Source: an optimization exercise on an open RTL-to-GDS flow (aim: a short achievable clock period and few clock cycles). Production flows keep margins and buffers that such runs may drop.
The RTL was checked by simulation tests, not by an equivalence proof against the original design.
No activity file was given, so power comes from the tool's default toggle rates.

Design cpu, start of the top module:
module cpu(
    input clk,
    input nrst,
    output halt,
    output bit1_cp2,
    output bit2_cp3,
    output [2:0] io_address,
    output [7:0] dataout,
    input skip_flag,
    input clearacc,
    input [7:0] datain,
    output [11:0] address,
    output [11:0] write_data,
    output write_enable,
    output mem_load,
    input [11:0] read_data,
    input mem_ready
);
reg s_fetch;    
reg s_ptr;      
reg s_oprd;     
reg s_write;    
reg s_iotf;     
reg s_halt;
reg p_none;
reg p_and;
reg p_tad;
reg p_clr;      
reg [11:0] pc;
reg [11:0] ir;
reg [11:0] ac;
reg l;
reg [11:0] md_g, md_p;
reg sk;
reg [11:0] addr_r;
reg [11:0] wd_r;
reg w_ac;
reg we_r;
reg ml_r;
reg [2:0] io_r;
assign address = addr_o;
assign write_data = ({{4{w_ac3}}, {4{w_ac2}}, {4{w_ac1}}} & acw) | wd_r;
assign write_enable = we_r;
assign mem_load = ml_r;
assign halt = s_halt;
assign io_address = io_r;
assign dataout = acw[7:0];
assign bit1_cp2 = ir[1];
assign bit2_cp3 = ir[2];
reg [11:0] inc_r, neg_r;
reg a1s_r, a0s_r;
always @(posedge clk) begin
    inc_r <= p_clr ? 12'd1 : ac + 12'd1;
    neg_r <= p_clr ? 12'd0 : 12'd0 - ac;
    a1s_r <= ~p_clr & (&ac);
    a0s_r <= p_clr | ~(|ac);
end
wire pend_ok = p_none | p_clr;
wire [12:0] s3;
opr1_value u_opr1_value(
    .ac(ac), .l(l), .cla(ir[7]), .cll(ir[6]), .cma(ir[5]), .cml(ir[4]), .iac(ir[0]),
  ...
Size in the first run: ~65 I/O pins, ~12000 um^2 of cells after synthesis.
clock: 6.5 ns
lec_check: 0
cap_margin: 20
core_margin: 2
core_utilization: 40
setup_slack_margin: 4.0
slew_margin: 20
synth_hierarchical: 1
synth_minimum_keep_size: 0
tns_end_percent: 100
standard.sh (not shown) runs the stock make flow with config.mk's settings and CLKGATE_MAP_FILE= SYNTH_SCRIPT=/design/flow/synth_recipe.tcl, a recipe that flattens the netlist after the stock synthesis.
==> flow/flow/run.sh <==
#!/bin/bash
# Layout: the standard synthesis and layout, with two resizer settings
# changed: ports get a plain buf_6 instead of the smallest buffer (a slow
# delay cell in this library), and the resizer may swap cells across
# footprints (the platform's default ties each cell to its own footprint).
set -euo pipefail
bash standard.sh synth > synth.log 2>&1
bash standard.sh MATCH_CELL_FOOTPRINT=0 "BUFFER_PORTS_ARGS=-buffer_cell sky130_fd_sc_hd__buf_6" finish > layout.log 2>&1
Testbench counts at the start, summed over its fixed seeds: cycles 137,261.
Then changed:
--- a/flow/design.v
+++ b/flow/design.v
@@ -74,30 +74,21 @@
 wire [11:0] lac_w;
 reg [11:0] acw;
 always @(posedge clk)
     acw <= lac_w;
 wire [11:0] ac_v = lac_v[11:0];
 wire [11:0] pc1 = pc + 12'd1;
 wire [11:0] a1 = addr_r + 12'd1;
 reg t_sma, t_sza, t_snl, t_inv;
 reg t_iot;
-reg zf;
-wire zf_d;
-zero_next u_zero_next(
-    .ac(ac), .md_g(md_g), .md_p(md_p), .s3(s3),
-    .q_none(q_none), .q_rar(q_rar), .q_rtr(q_rtr), .q_ral(q_ral), .q_rtl(q_rtl), .q_bsw(q_bsw),
-    .p_none(p_none), .p_and(p_and), .p_tad(p_tad), .p_clr(p_clr), .iotc(s_iotf),
-    .datain(datain), .clearacc(clearacc), .nrst(nrst), .zf_d(zf_d));
-always @(posedge clk)
-    zf <= zf_d;
 wire g2skip;
 skip_test u_skip_test(
-    .ac11(ac[11]), .zf(zf), .l(l), .t_sma(t_sma), .t_sza(t_sza), .t_snl(t_snl), .t_inv(t_inv),
+    .ac(ac), .l(l), .t_sma(t_sma), .t_sza(t_sza), .t_snl(t_snl), .t_inv(t_inv),
     .g2skip(g2skip));
 wire fetchc = s_fetch | s_iotf;
 wire [11:0] I = read_data;
 wire [2:0] op = I[11:9];
 wire [11:0] ea = {I[7] ? addr_r[11:7] : 5'b00000, I[6:0]};
 always @(posedge clk)
     {l, ac} <= lac_v;
 wire [11:0] ir_d;
 take_pick #(.W(12), .R(12'd0)) u_ir_pick(
@@ -208,25 +199,24 @@
 always @(posedge clk)
     {s_fetch, s_ptr, s_oprd, s_write, s_iotf, s_halt,
      p_none, p_and, p_tad, p_clr,
      q_none, q_rar, q_rtr, q_ral, q_rtl, q_bsw,
      t_sma, t_sza, t_snl, t_inv, t_iot,
      we_r, w_ac, ml_r, io_r,
      qs_none, qs_rar, qs_rtr, qs_ral, qs_rtl, qs_bsw, g1w} <= c_d;
 endmodule
 module skip_test(
-    input ac11,
-    input zf,
+    input [11:0] ac,
     input l,
     input t_sma, t_sza, t_snl, t_inv,
     output g2skip
 );
-    assign g2skip = ((t_sma & ac11) | (t_sza & zf) | (t_snl & l)) ^ t_inv;
+    assign g2skip = ((t_sma & ac[11]) | (t_sza & ~(|ac)) | (t_snl & l)) ^ t_inv;
 endmodule
 module acc_next(
     input l,
     input [11:0] ac,
     input [11:0] md_g,
     input [12:0] tad_sum,
     input [12:0] s3,
     input q_none, q_rar, q_rtr, q_ral, q_rtl, q_bsw,
     input p_none, p_and, p_tad, p_clr, iotc,
@@ -433,34 +423,9 @@
                 : s_oprd ? inc
                 : wd_r;
 endmodule
 module inc12(
     input [11:0] x,
     output [11:0] y
 );
     assign y = x + 12'd1;
 endmodule
-module zero_next(
-    input [11:0] ac,
-    input [11:0] md_g,
-    input [11:0] md_p,
-    input [12:0] s3,
-    input q_none, q_rar, q_rtr, q_ral, q_rtl, q_bsw,
-    input p_none, p_and, p_tad, p_clr, iotc,
-    input [7:0] datain,
-    input clearacc,
-    input nrst,
-    output zf_d
-);
-    wire z_ac = ~(|ac);
-    wire z_and = ~(|md_g);
-    wire [11:0] o = md_g | md_p;
-    wire z_tad = &(md_p ~^ {o[10:0], 1'b0});
-    wire z_iot = ~(|datain) & (clearacc | z_ac);
-    wire z_g1 = ((q_none | q_bsw) & ~(|s3[11:0]))
-              | (q_rar & ~(|s3[12:1]))
-              | (q_rtr & ~(|{s3[12:2], s3[0]}))
-              | (q_ral & ~(|{s3[12], s3[10:0]}))
-              | (q_rtl & ~(|{s3[12:11], s3[9:0]}));
-    assign zf_d = ~nrst | (p_none & z_ac) | p_clr | (p_and & z_and) | (p_tad & z_tad)
-                | (iotc & z_iot) | z_g1;
-endmodule
Result: The new run passed the timing, design-rule and antenna checks. Via count shrinks by about 5%. Power goes down by about 2.3%. Routed wire length goes down by about 3.2%. Register-to-register slack barely changes. Clock skew barely changes. Flip-flop and latch count is lower by 1. Core utilization rises by 0.51 points. Die area shrinks by about 2.4%.
Testbench counts after the change, summed over its fixed seeds: cycles 137,261.

[re-timing with driven ports]
How much do the figures lean on ideal ports? The routed layouts below were timed once more, with nothing changed but the port constraints. Step 1, drivers: a clkbuf_16 drives clk and a buf_2 each remaining input, both assumed. Step 2 times the ports against the registers' clock, not the clock port: input delays grow and output delays shrink by t, the midpoint of the rising clock arrivals with the driver on. Slacks: ideal ports / drivers / drivers and shift; pairs: ideal ports / drivers.
run | shift t [ns] | setup WS [ns] | worst setup path at the end | latest minus earliest clock arrival (ns)
the first run | 0.489 | 4.030 / 3.979 / 3.652 | input to register | 0.012 / 0.011
the second run | 0.481 | 4.060 / 4.009 / 3.597 | input to register | 0.016 / 0.017
After both steps setup and hold are still met in every run listed. For the second run, which loses most, drivers alone change the setup slack by -0.051 ns; drivers and shift together by -0.463 ns.
